This design comes from an exercise in tuning for small area and a short achievable clock period on the open sky130 flow, not from production work. Power figures rest on the tool's default switching activity, not on a simulated workload.

==> v3 <==
==> flow/design.v <==
`timescale 1ns / 1ps
module Console(
    output [6:0]sseg,
    input [3:0]hex,
	 input n_valid   
    );
    assign sseg = (n_valid) ? 7'b1000000:
						(hex == 4'd0) ? 7'b0111111 :
						(hex == 4'd1) ? 7'b0000110 :
						(hex == 4'd2) ? 7'b1011011 :
						(hex == 4'd3) ? 7'b1001111:
						(hex == 4'd4) ? 7'b1100110 :
						(hex == 4'd5) ? 7'b1101101 :
						(hex == 4'd6) ? 7'b1111101 :
						(hex == 4'd7) ? 7'b0000111 :
						(hex == 4'd8) ? 7'b1111111 :
						(hex == 4'd9) ? 7'b1100111 :
						(hex == 4'd10) ? 7'b1110111 :
						(hex == 4'd11) ? 7'b1111100 :
						(hex == 4'd12) ? 7'b0111001 :
						(hex == 4'd13) ? 7'b1011110 :
						(hex == 4'd14) ? 7'b1111001 :
						7'b1110001 ;
endmodule
module Microprocessor(
    output mem_write,
    output mem_read,
    output reg_write,
    output [1:0]op,
    output [6:0]reg_num,
    output [6:0]pc_high,
    output [6:0]pc_low,
    output [7:0]instruction_address,
    output [6:0]rwd_1,
    output [6:0]rwd_0,
    output [1:0]r_symbol,
    input oscillator,
    input reset,
    input [7:0]instruction
    );
    reg [7:0] pc;
    reg [7:0] r [0:3];
    reg       valid;       
    reg [1:0] opc;         
    reg [1:0] rn;          
    reg [7:0] disp;        
    reg [6:0] pch_q, pcl_q;  
    wire [1:0] op_i = instruction[7:6];
    wire [1:0] sa   = instruction[5:4];
    wire [1:0] sb   = instruction[3:2];
    wire [7:0] ra = r[sa];
    wire [7:0] rb = r[sb];
    wire [9:0] qd [0:3];
    genvar k, n;
    generate
        for (k = 0; k < 4; k = k + 1) begin : rq
            assign qd[k][0] = (r[k][7:2] == 6'd63);
            for (n = 1; n < 10; n = n + 1) begin : d
                assign qd[k][n] = (r[k][7:2] == n - 1);
            end
        end
    endgenerate
    wire [9:0] qs = qd[sa];
    wire [1:0] l  = ra[1:0];
    wire       b0p = (l == 2'd3);
    wire       b2m = (l == 2'd0);
    wire       b3m = ~l[1];
    wire [7:0] rs [0:3];
    generate
        for (n = 0; n < 8; n = n + 1) begin : rsel
            assign rs[0][n] = b0p ? qs[n]   : qs[n+1];
            assign rs[1][n] = qs[n+1];
            assign rs[2][n] = b2m ? qs[n+2] : qs[n+1];
            assign rs[3][n] = b3m ? qs[n+2] : qs[n+1];
        end
    endgenerate
    wire [1:0] bk = l + instruction[1:0];
    wire [3:0] bs = 4'b0001 << bk;
    wire       st = (op_i == 2'b10);
    wire [7:0] bd [0:3];            
    generate
        for (k = 0; k < 4; k = k + 1) begin : bank
            wire [7:0] acc [0:8];
            assign acc[0] = 8'd0;
            for (n = 0; n < 8; n = n + 1) begin : row
                localparam integer A = 4 * n + k;
                reg [7:0] w;
                always @(posedge oscillator or posedge reset)
                    if (reset)
                        w <= (A < 16) ? A : 16 - A;
                    else if (st && bs[k] && rs[k][n])
                        w <= rb;
                assign acc[n+1] = acc[n] | ({8{rs[k][n]}} & w);
            end
            assign bd[k] = acc[8];
        end
    endgenerate
    wire [7:0] rdata = ({8{bs[0]}} & bd[0]) | ({8{bs[1]}} & bd[1]) |
                       ({8{bs[2]}} & bd[2]) | ({8{bs[3]}} & bd[3]);
    wire [7:0] sum = ra + rb;
    wire [7:0] wdata = instruction[6] ? rdata : sum;
    wire [1:0] wsel  = instruction[6] ? sb : instruction[1:0];
    wire       wen   = ~instruction[7];
    wire [7:0] pc_p1 = pc + 8'd1;
    wire [7:0] pc_p2 = {pc[7:1] + 7'd1, pc[0]};
    wire [7:0] pc_m1 = pc - 8'd1;
    reg  [7:0] pc_next;
    always @(*) begin
        if (op_i != 2'b11)
            pc_next = pc_p1;
        else case (instruction[1:0])
            2'b00: pc_next = pc_p1;
            2'b01: pc_next = pc_p2;
            2'b10: pc_next = pc_m1;
            default: pc_next = pc;
        endcase
    end
    wire [6:0] pch_d, pcl_d;
    Console c_pch (pch_d, pc_next[7:4], 1'b0);
    Console c_pcl (pcl_d, pc_next[3:0], 1'b0);
    always @(posedge oscillator or posedge reset) begin
        if (reset) begin
            pc <= 8'd0;
            r[0] <= 8'd0; r[1] <= 8'd0; r[2] <= 8'd0; r[3] <= 8'd0;
            valid <= 1'b0;
            pch_q <= 7'h3F; pcl_q <= 7'h3F;    
        end else begin
            pc <= pc_next;
            pch_q <= pch_d; pcl_q <= pcl_d;
            if (wen) r[wsel] <= wdata;
            valid <= wen;
        end
    end
    always @(posedge oscillator) begin
        opc  <= op_i;
        rn   <= wsel;
        disp <= wdata;
    end
    Console c_rwd1(rwd_1,   disp[7:4], ~valid);
    Console c_rwd0(rwd_0,   disp[3:0], ~valid);
    Console c_rn  (reg_num, {2'b00, rn}, ~valid);
    assign pc_high   = pch_q;
    assign pc_low    = pcl_q;
    assign instruction_address = pc;
    assign op        = opc;
    assign mem_write = (opc == 2'b10);
    assign mem_read  = (opc == 2'b01);
    assign reg_write = ~opc[1];
    assign r_symbol  = 2'b11;
endmodule
==> flow/run.sh <==
#!/bin/bash
# synth_recipe.tcl (not shown) runs the flow's synth.tcl, then flattens the netlist and writes it again
# the make line also repeats each setting of config.mk as NAME=value (left out here)
make -C /OpenROAD-flow-scripts/flow DESIGN_CONFIG=/design/flow/config.mk WORK_HOME=/design/flow/orfs CLKGATE_MAP_FILE= SYNTH_SCRIPT=/design/flow/synth_recipe.tcl finish
==> flow/config.mk <==
export PLATFORM = sky130hd
export DESIGN_NAME = Microprocessor
export DESIGN_NICKNAME = Microprocessor
export VERILOG_FILES = /design/flow/design.v
export SDC_FILE = /design/flow/constraint.sdc
export NUM_CORES = 4
export LEC_CHECK = 0
export ABC_AREA = 1
export CAP_MARGIN = 20
export CORE_MARGIN = 2
export CORE_UTILIZATION = 55
export CTS_CLUSTER_DIAMETER = 70
export CTS_CLUSTER_SIZE = 25
export SETUP_SLACK_MARGIN = 3.0
export SLEW_MARGIN = 20
export TNS_END_PERCENT = 0
==> flow/constraint.sdc <==
create_clock -name core_clock -period 6.0 [get_ports {oscillator}]
set_input_delay 1.2000 -clock core_clock [delete_from_list [all_inputs] [get_ports {oscillator}]]
set_output_delay 1.2000 -clock core_clock [all_outputs]
set_load 0.01 [all_outputs]
==> inputs of v26, as changes to v3 <==
==> flow/design.v (replaced) <==
module Console(
    output [6:0] sseg,
    input  [3:0] hex,
    input        n_valid    
    );
    reg [6:0] s;
    always @(*) begin
        case (hex)
            4'h0: s = 7'h3F; 4'h1: s = 7'h06; 4'h2: s = 7'h5B; 4'h3: s = 7'h4F;
            4'h4: s = 7'h66; 4'h5: s = 7'h6D; 4'h6: s = 7'h7D; 4'h7: s = 7'h07;
            4'h8: s = 7'h7F; 4'h9: s = 7'h67; 4'hA: s = 7'h77; 4'hB: s = 7'h7C;
            4'hC: s = 7'h39; 4'hD: s = 7'h5E; 4'hE: s = 7'h79; default: s = 7'h71;
        endcase
    end
    assign sseg = n_valid ? 7'b1000000 : s;
endmodule
module Microprocessor(
    output mem_write,
    output mem_read,
    output reg_write,
    output [1:0]op,
    output [6:0]reg_num,
    output [6:0]pc_high,
    output [6:0]pc_low,
    output [7:0]instruction_address,
    output [6:0]rwd_1,
    output [6:0]rwd_0,
    output [1:0]r_symbol,
    input oscillator,
    input reset,
    input [7:0]instruction
    );
    reg [7:0] pc;
    reg [7:0] r0, r1, r2, r3;
    reg       valid;       
    reg [1:0] opc;         
    reg [1:0] rn;          
    reg [7:0] disp;        
    wire [1:0] op_i = instruction[7:6];
    wire [7:0] imm  = {{7{instruction[1]}}, instruction[0]};
    reg [7:0] ra, rb;
    always @(*) begin
        case (instruction[5:4])
            2'd0: ra = r0; 2'd1: ra = r1; 2'd2: ra = r2; default: ra = r3;
        endcase
        case (instruction[3:2])
            2'd0: rb = r0; 2'd1: rb = r1; 2'd2: rb = r2; default: rb = r3;
        endcase
    end
    wire [7:0] addr = ra + imm;
    wire       inr  = (addr[7:5] == 3'b000);
    wire       st   = (op_i == 2'b10) & inr;
    wire [7:0] mw [0:31];
    genvar i;
    generate
        for (i = 0; i < 32; i = i + 1) begin : m
            reg [7:0] w;
            always @(posedge oscillator or posedge reset)
                if (reset)
                    w <= (i < 16) ? i : 16 - i;
                else if (st && addr[4:0] == i)
                    w <= rb;
            assign mw[i] = w;
        end
    endgenerate
    wire [7:0] rdata = inr ? mw[addr[4:0]] : 8'd0;
    wire [7:0] sum   = ra + rb;
    wire [7:0] wdata = instruction[6] ? rdata : sum;
    wire [1:0] wsel  = instruction[6] ? instruction[3:2] : instruction[1:0];
    wire       wen   = ~instruction[7];
    always @(posedge oscillator or posedge reset) begin
        if (reset) begin
            pc <= 8'd0;
            r0 <= 8'd0; r1 <= 8'd0; r2 <= 8'd0; r3 <= 8'd0;
            valid <= 1'b0;
        end else begin
            pc <= pc + ((op_i == 2'b11) ? imm : 8'd0) + 8'd1;
            if (wen && wsel == 2'd0) r0 <= wdata;
            if (wen && wsel == 2'd1) r1 <= wdata;
            if (wen && wsel == 2'd2) r2 <= wdata;
            if (wen && wsel == 2'd3) r3 <= wdata;
            valid <= wen;
        end
    end
    always @(posedge oscillator) begin
        opc  <= op_i;
        rn   <= wsel;
        disp <= wdata;
    end
    Console c_rwd1(rwd_1,   disp[7:4], ~valid);
    Console c_rwd0(rwd_0,   disp[3:0], ~valid);
    Console c_pch (pc_high, pc[7:4],   1'b0);
    Console c_pcl (pc_low,  pc[3:0],   1'b0);
    Console c_rn  (reg_num, {2'b00, rn}, ~valid);
    assign instruction_address = pc;
    assign op        = opc;
    assign mem_write = (opc == 2'b10);
    assign mem_read  = (opc == 2'b01);
    assign reg_write = ~opc[1];
    assign r_symbol  = 2'b11;
endmodule
- ABC_AREA: 1 -> unset
- CORE_UTILIZATION: 55 -> 40
- CTS_CLUSTER_DIAMETER: 70 -> unset
- CTS_CLUSTER_SIZE: 25 -> unset
- SETUP_SLACK_MARGIN: 3.0 -> unset
- TNS_END_PERCENT: 0 -> unset
==> run notes <==
                                                                         v26                                v3
Outcome                                                       finished clean                    finished clean
Distinct cell type count after synthesis                                  83                                52
Slowest stage cell, crit path                     sky130_fd_sc_hd__a2111oi_0  sky130_fd_sc_hd__clkdlybuf4s50_1
Share of cells above drive strength 1                                  26.0%                             18.4%
Met3 routing resource usage after global routing                       4.17%                             4.57%
Clock transition at path regs                                          60 ps                             90 ps
Leak                                                                 8.14 nW                           9.13 nW
Initial core utilization                                               40.6%                             55.8%
Clock network area share                                               6.41%                             4.13%
Complex-gate fraction of the synthesized area                          17.8%                             12.3%
FF+latch count                                                           318                               323
Reg2reg start                                                          r2[0]                           r[1][2]
Number of sinks on the clock net                                         318                               323
Power, Total                                                         11.2 mW                           8.07 mW
Max H-tree Level                                                           2                                 1
Non-clock inverter count                                                  43                               141
No run of this note included a check of the RTL's function; only the layout flow was run.

re-timing with driven ports:
Ports are ideal in the flow. The routed layouts listed here were re-timed in OpenROAD. Step 1, drivers: a clkbuf_16 drives oscillator and a buf_2 each remaining input, both assumed. Step 2 times the ports against the registers' clock, not the clock port: input delays grow and output delays shrink by t, the midpoint of the rising clock arrivals with the driver on. Three values: ideal, step 1, step 2; two values: the first two.
run	shift t [ns]	setup slack, ns	hold WS [ns]	worst setup path at the end	clock arrival spread, ns
v3	0.594	2.764 / 2.711 / 2.201	0.475 / 0.475 / 0.475	input to register	0.034 / 0.034
v26	0.583	0.272 / 0.299 / -0.284	0.471 / 0.471 / 0.471	input to register	0.025 / 0.026
Met with ideal ports but missed after step 2: setup timing in v26. For v3, which loses most, drivers alone change the setup slack by -0.053 ns; drivers and shift together by -0.563 ns.
